What follows belongs to an exercise in optimizing a design on an open flow for small area; a production flow would make more cautious choices.
Where RTL was checked, it was by simulation tests only, not by an equivalence proof against the original.
Power is estimated from default activity; no workload was simulated.

==> flow/design.v (excerpt) <==
module framer (
    input  wire        aclk,
    input  wire        aresetn,
    input  wire [255:0] s_axis_tdata,
    input  wire         s_axis_tvalid,
    output wire         s_axis_tready,
    output wire [31:0] m_axi_awaddr,
    output wire        m_axi_awvalid,
    input  wire        m_axi_awready,
    output wire [31:0] m_axi_wdata,
    output wire [3:0]  m_axi_wstrb,
    output wire        m_axi_wvalid,
    input  wire        m_axi_wready,
    input  wire [1:0]  m_axi_bresp,
    input  wire        m_axi_bvalid,
    output wire        m_axi_bready,
    output wire [31:0] m_axi_araddr,
    output wire        m_axi_arvalid,
    input  wire        m_axi_arready,
    input  wire [31:0] m_axi_rdata,
    input  wire [1:0]  m_axi_rresp,
    input  wire        m_axi_rvalid,
    output wire        m_axi_rready
);
==> module framer, before the edit <==
module framer (
    input  wire        aclk,
    input  wire        aresetn,
    input  wire [255:0] s_axis_tdata,
    input  wire         s_axis_tvalid,
    output wire         s_axis_tready,
    output wire [31:0] m_axi_awaddr,
    output wire        m_axi_awvalid,
    input  wire        m_axi_awready,
    output wire [31:0] m_axi_wdata,
    output wire [3:0]  m_axi_wstrb,
    output wire        m_axi_wvalid,
    input  wire        m_axi_wready,
    input  wire [1:0]  m_axi_bresp,
    input  wire        m_axi_bvalid,
    output wire        m_axi_bready,
    output wire [31:0] m_axi_araddr,
    output wire        m_axi_arvalid,
    input  wire        m_axi_arready,
    input  wire [31:0] m_axi_rdata,
    input  wire [1:0]  m_axi_rresp,
    input  wire        m_axi_rvalid,
    output wire        m_axi_rready
);
localparam [2:0]
    S_INIT0 = 3'd0,
    S_INIT  = 3'd1,
    S_IDLE  = 3'd2,
    S_WRITE = 3'd3,
    S_TX    = 3'd4,
    S_WAIT  = 3'd5,
    S_READY = 3'd6;       
localparam [4:0]
    W_ZERO = 5'd31,
    W_C62  = 5'd29,
    W_C9   = 5'd30;
reg [255:0] data;         
reg   [2:0] state;
reg   [4:0] wsel;         
reg         ahead;        
reg         awvalid_reg;
reg         wvalid_reg;
reg         rready_reg;
reg         ar_set;       
wire in_init0 = (state == S_INIT0);
wire in_init  = (state == S_INIT);
wire in_idle  = (state == S_IDLE) | (state == S_READY);
wire tready_reg = (state == S_READY);
wire in_write = (state == S_WRITE);
wire in_tx    = (state == S_TX);
wire in_wait  = (state == S_WAIT);
wire  [4:0] idx       = wsel + {4'b0, ahead};
wire        last_word = (wsel == 5'd24) & ahead;    
wire        hs_exit   = m_axi_wready & wvalid_reg;  
wire        accept    = tready_reg & s_axis_tvalid;   
wire        done      = m_axi_rvalid & (m_axi_rdata == 32'h8);
reg   [2:0] state_next;
reg   [4:0] wsel_next;
reg         ahead_next;
reg         awvalid_next;
reg         wvalid_next;
reg         rready_next;
always @* begin
    state_next   = state;
    wsel_next    = W_ZERO;
    ahead_next   = 1'b1;
    awvalid_next = awvalid_reg;
    wvalid_next  = wvalid_reg;
    rready_next  = rready_reg;
    case (state)
        S_INIT0, S_INIT, S_TX: begin
            state_next = (state == S_INIT0) ? S_INIT : state;
            wsel_next  = (state == S_TX) ? W_C9 : W_C62;
            if (m_axi_awready) begin
                awvalid_next = 1'b0;
                if (awvalid_reg) wvalid_next = 1'b1;
            end else if (!wvalid_reg) begin
                awvalid_next = 1'b1;
            end
            if (hs_exit) begin
                awvalid_next = 1'b0;
                wvalid_next  = 1'b0;
                wsel_next    = W_ZERO;
                state_next   = (state == S_TX) ? S_WAIT : S_IDLE;
            end
        end
        S_IDLE, S_READY: begin
            rready_next = ~accept;
            state_next  = S_READY;
            if (accept) begin
                awvalid_next = 1'b1;
                state_next   = S_WRITE;
            end
        end
        S_WRITE: begin
            wsel_next  = last_word ? 5'd24 : idx;
            ahead_next = last_word | m_axi_wready;
            if (m_axi_wready) begin
                awvalid_next = 1'b1;
                wvalid_next  = 1'b0;
                if (last_word) state_next = S_TX;
            end else begin
                wvalid_next = 1'b1;
                if (m_axi_awready) awvalid_next = 1'b0;
            end
        end
        S_WAIT: begin
            if (!m_axi_rvalid) rready_next = 1'b1;
            if (done) state_next = S_IDLE;
        end
        default: ;
    endcase
end
always @(posedge aclk) begin
    if (tready_reg) data <= s_axis_tdata;
end
always @(posedge aclk) begin
    if (~aresetn) begin
        state       <= S_INIT0;
        wsel        <= W_ZERO;
        ahead       <= 1'b1;
        awvalid_reg <= 1'b0;
        wvalid_reg  <= 1'b0;
        rready_reg  <= 1'b0;
        ar_set      <= 1'b0;
    end else begin
        state       <= state_next;
        wsel        <= wsel_next;
        ahead       <= ahead_next;
        awvalid_reg <= awvalid_next;
        wvalid_reg  <= wvalid_next;
        rready_reg  <= rready_next;
        if (in_wait & ~m_axi_rvalid) ar_set <= 1'b1;
    end
end
wire [31:0] hdr =
    ({32{wsel == 5'd0}} & 32'hFFFFFFFF) |
    ({32{wsel == 5'd1}} & 32'h1800FFFF) |
    ({32{wsel == 5'd2}} & 32'h6b4d023e) |
    ({32{wsel == 5'd3}} & 32'h00450008) |
    ({32{wsel == 5'd4}} & 32'h00005400) |
    ({32{wsel == 5'd5}} & 32'h11ff0000) |
    ({32{wsel == 5'd6}} & 32'h0000eff0) |
    ({32{wsel == 5'd7}} & 32'ha8c00000) |
    ({32{wsel == 5'd8}} & 32'hc507010a) |
    ({32{wsel == 5'd9}} & 32'h4000c507) |
    ({32{wsel == 5'd10}} & 32'h722f0000) |
    ({32{wsel == 5'd11}} & 32'h6f696461) |
    ({32{wsel == 5'd12}} & 32'h6d757264) |
    ({32{wsel == 5'd13}} & 32'h692c0000) |
    ({32{wsel == 5'd14}} & 32'h69696969) |
    ({32{wsel == 5'd15}} & 32'h00696969) |
    ({32{wsel == W_C62}} & 32'h00000062) |
    ({32{wsel == W_C9}}  & 32'h00000009);
wire [8:0] wsel_data;     
genvar gk;
generate
    for (gk = 0; gk < 9; gk = gk + 1) begin : g_sel
        assign wsel_data[gk] = (wsel == 5'd16 + gk);
    end
endgenerate
wire [31:0] wdata;
framer_wmux u_wmux (.data(data), .sel(wsel_data), .hdr(hdr), .wdata(wdata));
wire base    = ~in_init0;
wire hi_addr = in_init | in_tx;
assign s_axis_tready = tready_reg;
assign m_axi_awaddr  = {1'b0, base, 6'b0, base, base, base, 10'b0,
                        {4{hi_addr}}, ({5{in_write}} & idx) | {hi_addr, hi_addr, hi_addr, in_tx, hi_addr}, 2'b00};
assign m_axi_awvalid = awvalid_reg;
assign m_axi_wdata   = wdata;
assign m_axi_wvalid  = wvalid_reg;
assign m_axi_wstrb   = 4'hF;
assign m_axi_bready  = 1'b1;
assign m_axi_araddr  = {1'b0, ar_set, 6'b0, ar_set, ar_set, ar_set, 10'b0,
                        {9{ar_set}}, 2'b00};
assign m_axi_arvalid = rready_reg & in_wait;
assign m_axi_rready  = rready_reg;
endmodule
clock: 5.0 ns
lec_check: 0
cap_margin: 20
core_margin: 2
core_utilization: 60
slew_margin: 20
standard.sh (not shown) runs the stock make flow with config.mk's settings and CLKGATE_MAP_FILE= SYNTH_SCRIPT=/design/flow/synth_recipe.tcl, a recipe that flattens the netlist after the stock synthesis.
==> flow/flow/run.sh <==
#!/bin/bash
# Standard layout with these changes to how it is made:
#  - the m_axi_wdata multiplexer (module framer_wmux) is laid out from a
#    hand-mapped gate-level version of it (flow/wmux_gates.v); the rest of
#    synthesis maps the logic with an area-oriented ABC script
#    (flow/abc.script); the registers come out of the standard synthesis
#    unchanged,
#  - every I/O port is buffered by a minimum-size buffer,
#  - clock sinks are clustered by CTS without dummy loads,
#  - each constant output value comes from a single tie cell.
set -euo pipefail
here=$(pwd)
awk '/^[ \t]*module[ \t]+framer_wmux[ \t(]/{skip=1} !skip{print} skip && /^[ \t]*endmodule/{skip=0}' \
  design.v > design_mapped.v
cat flow/wmux_gates.v >> design_mapped.v
cat > "$here/my_synth.tcl" <<EOT
proc abc {args} {
  set i [lsearch \$args -script]
  if {\$i >= 0} { lset args [expr {\$i + 1}] {$here/flow/abc.script} }
  yosys abc {*}\$args
}
source {$here/synth_recipe.tcl}
EOT
bash standard.sh SYNTH_SCRIPT="$here/my_synth.tcl" \
  VERILOG_FILES="$here/design_mapped.v" \
  BUFFER_PORTS_ARGS="-buffer_cell sky130_fd_sc_hd__buf_1" \
  CTS_ARGS="-sink_clustering_enable -repair_clock_nets -buf_list sky130_fd_sc_hd__clkbuf_4 -sink_clustering_size 10 -sink_clustering_max_diameter 60 -dont_use_dummy_load" \
  SKIP_REPAIR_TIE_FANOUT=1 finish > standard_flow.log 2>&1
Other scripts of this flow, unchanged in this note and not shown: flow/flow/abc.script, flow/flow/wmux_gates.v
==> next run, changes <==
--- a/flow/design.v
+++ b/flow/design.v
@@ -41,7 +41,6 @@
 reg         ahead;        
 reg         awvalid_reg;
 reg         wvalid_reg;
-reg         rready_reg;
 reg         ar_set;       
 wire in_init0 = (state == S_INIT0);
 wire in_init  = (state == S_INIT);
@@ -60,18 +59,17 @@
 reg         ahead_next;
 reg         awvalid_next;
 reg         wvalid_next;
-reg         rready_next;
 always @* begin
     state_next   = state;
     wsel_next    = W_ZERO;
     ahead_next   = 1'b1;
     awvalid_next = awvalid_reg;
     wvalid_next  = wvalid_reg;
-    rready_next  = rready_reg;
     case (state)
         S_INIT0, S_INIT, S_TX: begin
             state_next = (state == S_INIT0) ? S_INIT : state;
             wsel_next  = (state == S_TX) ? W_C9 : W_C62;
+            ahead_next = 1'b0;
             if (m_axi_awready) begin
                 awvalid_next = 1'b0;
                 if (awvalid_reg) wvalid_next = 1'b1;
@@ -86,7 +84,6 @@
             end
         end
         S_IDLE, S_READY: begin
-            rready_next = ~accept;
             state_next  = S_READY;
             if (accept) begin
                 awvalid_next = 1'b1;
@@ -106,7 +103,7 @@
             end
         end
         S_WAIT: begin
-            if (!m_axi_rvalid) rready_next = 1'b1;
+            ahead_next = ahead | ~m_axi_rvalid;
             if (done) state_next = S_IDLE;
         end
         default: ;
@@ -122,7 +119,6 @@
         ahead       <= 1'b1;
         awvalid_reg <= 1'b0;
         wvalid_reg  <= 1'b0;
-        rready_reg  <= 1'b0;
         ar_set      <= 1'b0;
     end else begin
         state       <= state_next;
@@ -130,7 +126,6 @@
         ahead       <= ahead_next;
         awvalid_reg <= awvalid_next;
         wvalid_reg  <= wvalid_next;
-        rready_reg  <= rready_next;
         if (in_wait & ~m_axi_rvalid) ar_set <= 1'b1;
     end
 end
@@ -174,8 +169,8 @@
 assign m_axi_bready  = 1'b1;
 assign m_axi_araddr  = {1'b0, ar_set, 6'b0, ar_set, ar_set, ar_set, 10'b0,
                         {9{ar_set}}, 2'b00};
-assign m_axi_arvalid = rready_reg & in_wait;
-assign m_axi_rready  = rready_reg;
+assign m_axi_arvalid = ahead & in_wait;
+assign m_axi_rready  = (ahead & (in_wait | (state == S_IDLE))) | tready_reg;
 endmodule
 module framer_wmux (
     input  wire [255:0] data,
Result: Hold slack degrades by 31 ps. Core utilization went up by 0.15 points. Global-route usage went up by 0.17 points. Synthesized area went down slightly. Clock skew went down by 3.5 ps. Design area is about the same. Via count went up by a few percent. Sequential power hardly moves. Routed wire length stays flat. Non-clock buffer count went up by 5. Worst setup slack degrades by 260 ps. Clock power went up slightly. Total power went up slightly.
The RTL of the second run of this note was laid out without a check of its function.

========
The RTL this note starts from:
==> flow/design.v <==
`timescale 1ns / 1ps
module framer (
    input  wire        aclk,
    input  wire        aresetn,
    input  wire [255:0] s_axis_tdata,
    input  wire         s_axis_tvalid,
    output wire         s_axis_tready,
    output wire [31:0] m_axi_awaddr,
    output wire        m_axi_awvalid,
    input  wire        m_axi_awready,
    output wire [31:0] m_axi_wdata,
    output wire [3:0]  m_axi_wstrb,
    output wire        m_axi_wvalid,
    input  wire        m_axi_wready,
    input  wire [1:0]  m_axi_bresp,
    input  wire        m_axi_bvalid,
    output wire        m_axi_bready,
    output wire [31:0] m_axi_araddr,
    output wire        m_axi_arvalid,
    input  wire        m_axi_arready,
    input  wire [31:0] m_axi_rdata,
    input  wire [1:0]  m_axi_rresp,
    input  wire        m_axi_rvalid,
    output wire        m_axi_rready
);
localparam [2:0]
    S_INIT0 = 3'd0,
    S_INIT  = 3'd1,
    S_IDLE  = 3'd2,
    S_WRITE = 3'd3,
    S_TX    = 3'd4,
    S_WAIT  = 3'd5;
localparam [4:0]
    W_ZERO = 5'd31,
    W_C62  = 5'd29,
    W_C9   = 5'd30;
reg [255:0] data;         
reg   [2:0] state;
reg   [4:0] wsel;         
reg         ahead;        
reg         tready_reg;
reg         awvalid_reg;
reg         wvalid_reg;
reg         rready_reg;
reg         ar_set;       
wire in_init0 = (state == S_INIT0);
wire in_init  = (state == S_INIT);
wire in_idle  = (state == S_IDLE);
wire in_write = (state == S_WRITE);
wire in_tx    = (state == S_TX);
wire in_wait  = (state == S_WAIT);
wire  [4:0] idx       = wsel + {4'b0, ahead};
wire        last_word = (wsel == 5'd24) & ahead;    
wire        hs_exit   = m_axi_wready & wvalid_reg;  
wire        accept    = tready_reg & s_axis_tvalid;   
wire        done      = m_axi_rvalid & (m_axi_rdata == 32'h8);
reg   [2:0] state_next;
reg   [4:0] wsel_next;
reg         ahead_next;
reg         awvalid_next;
reg         wvalid_next;
reg         rready_next;
always @* begin
    state_next   = state;
    wsel_next    = W_ZERO;
    ahead_next   = 1'b1;
    awvalid_next = awvalid_reg;
    wvalid_next  = wvalid_reg;
    rready_next  = rready_reg;
    case (state)
        S_INIT0, S_INIT, S_TX: begin
            state_next = (state == S_INIT0) ? S_INIT : state;
            wsel_next  = (state == S_TX) ? W_C9 : W_C62;
            if (m_axi_awready) begin
                awvalid_next = 1'b0;
                if (awvalid_reg) wvalid_next = 1'b1;
            end else if (!wvalid_reg) begin
                awvalid_next = 1'b1;
            end
            if (hs_exit) begin
                awvalid_next = 1'b0;
                wvalid_next  = 1'b0;
                wsel_next    = W_ZERO;
                state_next   = (state == S_TX) ? S_WAIT : S_IDLE;
            end
        end
        S_IDLE: begin
            rready_next = ~accept;
            if (accept) begin
                awvalid_next = 1'b1;
                state_next   = S_WRITE;
            end
        end
        S_WRITE: begin
            wsel_next  = last_word ? 5'd24 : idx;
            ahead_next = last_word | m_axi_wready;
            if (m_axi_wready) begin
                awvalid_next = 1'b1;
                wvalid_next  = 1'b0;
                if (last_word) state_next = S_TX;
            end else begin
                wvalid_next = 1'b1;
                if (m_axi_awready) awvalid_next = 1'b0;
            end
        end
        S_WAIT: begin
            if (!m_axi_rvalid) rready_next = 1'b1;
            if (done) state_next = S_IDLE;
        end
        default: ;
    endcase
end
always @(posedge aclk) begin
    if (tready_reg) data <= s_axis_tdata;
end
always @(posedge aclk) begin
    if (~aresetn) begin
        state       <= S_INIT0;
        wsel        <= W_ZERO;
        ahead       <= 1'b1;
        tready_reg  <= 1'b0;
        awvalid_reg <= 1'b0;
        wvalid_reg  <= 1'b0;
        rready_reg  <= 1'b0;
        ar_set      <= 1'b0;
    end else begin
        state       <= state_next;
        wsel        <= wsel_next;
        ahead       <= ahead_next;
        tready_reg  <= in_idle & ~accept;
        awvalid_reg <= awvalid_next;
        wvalid_reg  <= wvalid_next;
        rready_reg  <= rready_next;
        if (in_wait & ~m_axi_rvalid) ar_set <= 1'b1;
    end
end
wire [31:0] hdr =
    ({32{wsel == 5'd0}} & 32'hFFFFFFFF) |
    ({32{wsel == 5'd1}} & 32'h1800FFFF) |
    ({32{wsel == 5'd2}} & 32'h6b4d023e) |
    ({32{wsel == 5'd3}} & 32'h00450008) |
    ({32{wsel == 5'd4}} & 32'h00005400) |
    ({32{wsel == 5'd5}} & 32'h11ff0000) |
    ({32{wsel == 5'd6}} & 32'h0000eff0) |
    ({32{wsel == 5'd7}} & 32'ha8c00000) |
    ({32{wsel == 5'd8}} & 32'hc507010a) |
    ({32{wsel == 5'd9}} & 32'h4000c507) |
    ({32{wsel == 5'd10}} & 32'h722f0000) |
    ({32{wsel == 5'd11}} & 32'h6f696461) |
    ({32{wsel == 5'd12}} & 32'h6d757264) |
    ({32{wsel == 5'd13}} & 32'h692c0000) |
    ({32{wsel == 5'd14}} & 32'h69696969) |
    ({32{wsel == 5'd15}} & 32'h00696969) |
    ({32{wsel == W_C62}} & 32'h00000062) |
    ({32{wsel == W_C9}}  & 32'h00000009);
wire [8:0] wsel_data;     
genvar gk;
generate
    for (gk = 0; gk < 9; gk = gk + 1) begin : g_sel
        assign wsel_data[gk] = (wsel == 5'd16 + gk);
    end
endgenerate
reg [31:0] wdata;
integer k;
always @* begin
    wdata = hdr;
    for (k = 0; k < 8; k = k + 1) begin
        wdata[31:16] = wdata[31:16] | ({16{wsel_data[k]}} &
                       {data[32*k+23 -: 8], data[32*k+31 -: 8]});
        wdata[15:0]  = wdata[15:0]  | ({16{wsel_data[k+1]}} &
                       {data[32*k+7 -: 8], data[32*k+15 -: 8]});
    end
end
wire base    = ~in_init0;
wire hi_addr = in_init | in_tx;
assign s_axis_tready = tready_reg;
assign m_axi_awaddr  = {1'b0, base, 6'b0, base, base, base, 10'b0,
                        {4{hi_addr}}, ({5{in_write}} & idx) | {hi_addr, hi_addr, hi_addr, in_tx, hi_addr}, 2'b00};
assign m_axi_awvalid = awvalid_reg;
assign m_axi_wdata   = wdata;
assign m_axi_wvalid  = wvalid_reg;
assign m_axi_wstrb   = 4'hF;
assign m_axi_bready  = 1'b1;
assign m_axi_araddr  = {1'b0, ar_set, 6'b0, ar_set, ar_set, ar_set, 10'b0,
                        {9{ar_set}}, 2'b00};
assign m_axi_arvalid = rready_reg & in_wait;
assign m_axi_rready  = rready_reg;
endmodule
==> flow/config.mk <==
export PLATFORM = sky130hd
export DESIGN_NAME = framer
export DESIGN_NICKNAME = framer
export VERILOG_FILES = /design/flow/design.v
export SDC_FILE = /design/flow/constraint.sdc
export NUM_CORES = 4
export LEC_CHECK = 0
export CAP_MARGIN = 20
export CORE_MARGIN = 2
export CORE_UTILIZATION = 60
export SLEW_MARGIN = 20
==> flow/constraint.sdc <==
create_clock -name core_clock -period 5.0 [get_ports {aclk}]
set_input_delay 1.0000 -clock core_clock [delete_from_list [all_inputs] [get_ports {aclk}]]
set_output_delay 1.0000 -clock core_clock [all_outputs]
set_load 0.01 [all_outputs]
==> flow/flow/run.sh <==
#!/bin/bash
# Standard layout with these changes to how it is made:
#  - synthesis maps the logic with an area-oriented ABC script (flow/abc.script);
#    the registers come out of the standard synthesis unchanged,
#  - every I/O port is buffered by a minimum-size buffer,
#  - clock sinks are clustered by CTS without dummy loads,
#  - each constant output value comes from a single tie cell.
set -euo pipefail
here=$(pwd)
cat > "$here/my_synth.tcl" <<EOT
proc abc {args} {
  set i [lsearch \$args -script]
  if {\$i >= 0} { lset args [expr {\$i + 1}] {$here/flow/abc.script} }
  yosys abc {*}\$args
}
source {$here/synth_recipe.tcl}
EOT
bash standard.sh SYNTH_SCRIPT="$here/my_synth.tcl" \
  BUFFER_PORTS_ARGS="-buffer_cell sky130_fd_sc_hd__buf_1" \
  CTS_ARGS="-sink_clustering_enable -repair_clock_nets -buf_list sky130_fd_sc_hd__clkbuf_4 -sink_clustering_size 10 -sink_clustering_max_diameter 60 -dont_use_dummy_load" \
  SKIP_REPAIR_TIE_FANOUT=1 finish > standard_flow.log 2>&1
==> flow/flow/abc.script <==
strash
&get -n
&st
&dch
&nf -R 1000
&st
&dch
&nf -R 1000
&put
topo
Next try:
--- a/flow/design.v
+++ b/flow/design.v
@@ -26,29 +26,29 @@
 localparam [2:0]
     S_INIT0 = 3'd0,
     S_INIT  = 3'd1,
     S_IDLE  = 3'd2,
     S_WRITE = 3'd3,
     S_TX    = 3'd4,
-    S_WAIT  = 3'd5;
+    S_WAIT  = 3'd5,
+    S_READY = 3'd6;       
 localparam [4:0]
     W_ZERO = 5'd31,
     W_C62  = 5'd29,
     W_C9   = 5'd30;
 reg [255:0] data;         
 reg   [2:0] state;
 reg   [4:0] wsel;         
 reg         ahead;        
-reg         tready_reg;
 reg         awvalid_reg;
 reg         wvalid_reg;
-reg         rready_reg;
 reg         ar_set;       
 wire in_init0 = (state == S_INIT0);
 wire in_init  = (state == S_INIT);
-wire in_idle  = (state == S_IDLE);
+wire in_idle  = (state == S_IDLE) | (state == S_READY);
+wire tready_reg = (state == S_READY);
 wire in_write = (state == S_WRITE);
 wire in_tx    = (state == S_TX);
 wire in_wait  = (state == S_WAIT);
 wire  [4:0] idx       = wsel + {4'b0, ahead};
 wire        last_word = (wsel == 5'd24) & ahead;    
 wire        hs_exit   = m_axi_wready & wvalid_reg;  
@@ -56,24 +56,23 @@
 wire        done      = m_axi_rvalid & (m_axi_rdata == 32'h8);
 reg   [2:0] state_next;
 reg   [4:0] wsel_next;
 reg         ahead_next;
 reg         awvalid_next;
 reg         wvalid_next;
-reg         rready_next;
 always @* begin
     state_next   = state;
     wsel_next    = W_ZERO;
     ahead_next   = 1'b1;
     awvalid_next = awvalid_reg;
     wvalid_next  = wvalid_reg;
-    rready_next  = rready_reg;
     case (state)
         S_INIT0, S_INIT, S_TX: begin
             state_next = (state == S_INIT0) ? S_INIT : state;
             wsel_next  = (state == S_TX) ? W_C9 : W_C62;
+            ahead_next = 1'b0;
             if (m_axi_awready) begin
                 awvalid_next = 1'b0;
                 if (awvalid_reg) wvalid_next = 1'b1;
             end else if (!wvalid_reg) begin
                 awvalid_next = 1'b1;
             end
@@ -81,14 +80,14 @@
                 awvalid_next = 1'b0;
                 wvalid_next  = 1'b0;
                 wsel_next    = W_ZERO;
                 state_next   = (state == S_TX) ? S_WAIT : S_IDLE;
             end
         end
-        S_IDLE: begin
-            rready_next = ~accept;
+        S_IDLE, S_READY: begin
+            state_next  = S_READY;
             if (accept) begin
                 awvalid_next = 1'b1;
                 state_next   = S_WRITE;
             end
         end
         S_WRITE: begin
@@ -101,13 +100,13 @@
             end else begin
                 wvalid_next = 1'b1;
                 if (m_axi_awready) awvalid_next = 1'b0;
             end
         end
         S_WAIT: begin
-            if (!m_axi_rvalid) rready_next = 1'b1;
+            ahead_next = ahead | ~m_axi_rvalid;
             if (done) state_next = S_IDLE;
         end
         default: ;
     endcase
 end
 always @(posedge aclk) begin
@@ -115,25 +114,21 @@
 end
 always @(posedge aclk) begin
     if (~aresetn) begin
         state       <= S_INIT0;
         wsel        <= W_ZERO;
         ahead       <= 1'b1;
-        tready_reg  <= 1'b0;
         awvalid_reg <= 1'b0;
         wvalid_reg  <= 1'b0;
-        rready_reg  <= 1'b0;
         ar_set      <= 1'b0;
     end else begin
         state       <= state_next;
         wsel        <= wsel_next;
         ahead       <= ahead_next;
-        tready_reg  <= in_idle & ~accept;
         awvalid_reg <= awvalid_next;
         wvalid_reg  <= wvalid_next;
-        rready_reg  <= rready_next;
         if (in_wait & ~m_axi_rvalid) ar_set <= 1'b1;
     end
 end
 wire [31:0] hdr =
     ({32{wsel == 5'd0}} & 32'hFFFFFFFF) |
     ({32{wsel == 5'd1}} & 32'h1800FFFF) |
@@ -180,9 +175,9 @@
 assign m_axi_wdata   = wdata;
 assign m_axi_wvalid  = wvalid_reg;
 assign m_axi_wstrb   = 4'hF;
 assign m_axi_bready  = 1'b1;
 assign m_axi_araddr  = {1'b0, ar_set, 6'b0, ar_set, ar_set, ar_set, 10'b0,
                         {9{ar_set}}, 2'b00};
-assign m_axi_arvalid = rready_reg & in_wait;
-assign m_axi_rready  = rready_reg;
+assign m_axi_arvalid = ahead & in_wait;
+assign m_axi_rready  = (ahead & (in_wait | (state == S_IDLE))) | tready_reg;
 endmodule
After rerunning: Critical path depth came out lower by 1. Via count increases by 1.0%. Worst setup slack improves by 71 ps. Area after synthesis went down by 0.53%. Clock-buffer cell count does not change. Routed wire length climbs by 2.0%. Sequential share of layout area came out lower by 0.27 points. Clock power drops by about 1%. Clock skew went down by 12 ps. Global-route usage rises by 1.2 points. Register-to-register slack improves by 170 ps. Maximum frequency goes up by 1.5%.
No functional check of the RTL was part of any run of this note.

==> static timing again, ports no longer ideal <==
Ports are ideal in the flow. The routed layouts listed here were re-timed in OpenROAD.
Step 1 (the two cells are an assumption about what drives the block):
set clk [get_ports {aclk}]
set_driving_cell -lib_cell sky130_fd_sc_hd__clkbuf_16 $clk
set_driving_cell -lib_cell sky130_fd_sc_hd__buf_2 [delete_from_list [all_inputs] $clk]
Step 2, shift: input delay + t, output delay - t, t = (earliest + latest rising clock arrival at the registers) / 2. This alone moves slack from input paths to output paths.
Slacks: ideal ports / drivers / drivers and shift; pairs: ideal ports / drivers.
| run | shift t [ns] | slack for setup (ns) | worst register clock-pin slew, ns |
|---|---|---|---|
| the first run of note 1 | 0.689 | 0.560 / 0.520 / 1.208 | 0.11 / 0.11 |
| the second run of note 1 | 0.717 | 0.305 / 0.264 / 0.981 | 0.12 / 0.12 |
| the first run of note 2 | 0.708 | 0.317 / 0.279 / 0.987 | 0.11 / 0.11 |
| the second run of note 2 | 0.710 | 0.389 / 0.350 / 1.060 | 0.12 / 0.12 |
After both steps setup and hold are still met in every run listed.
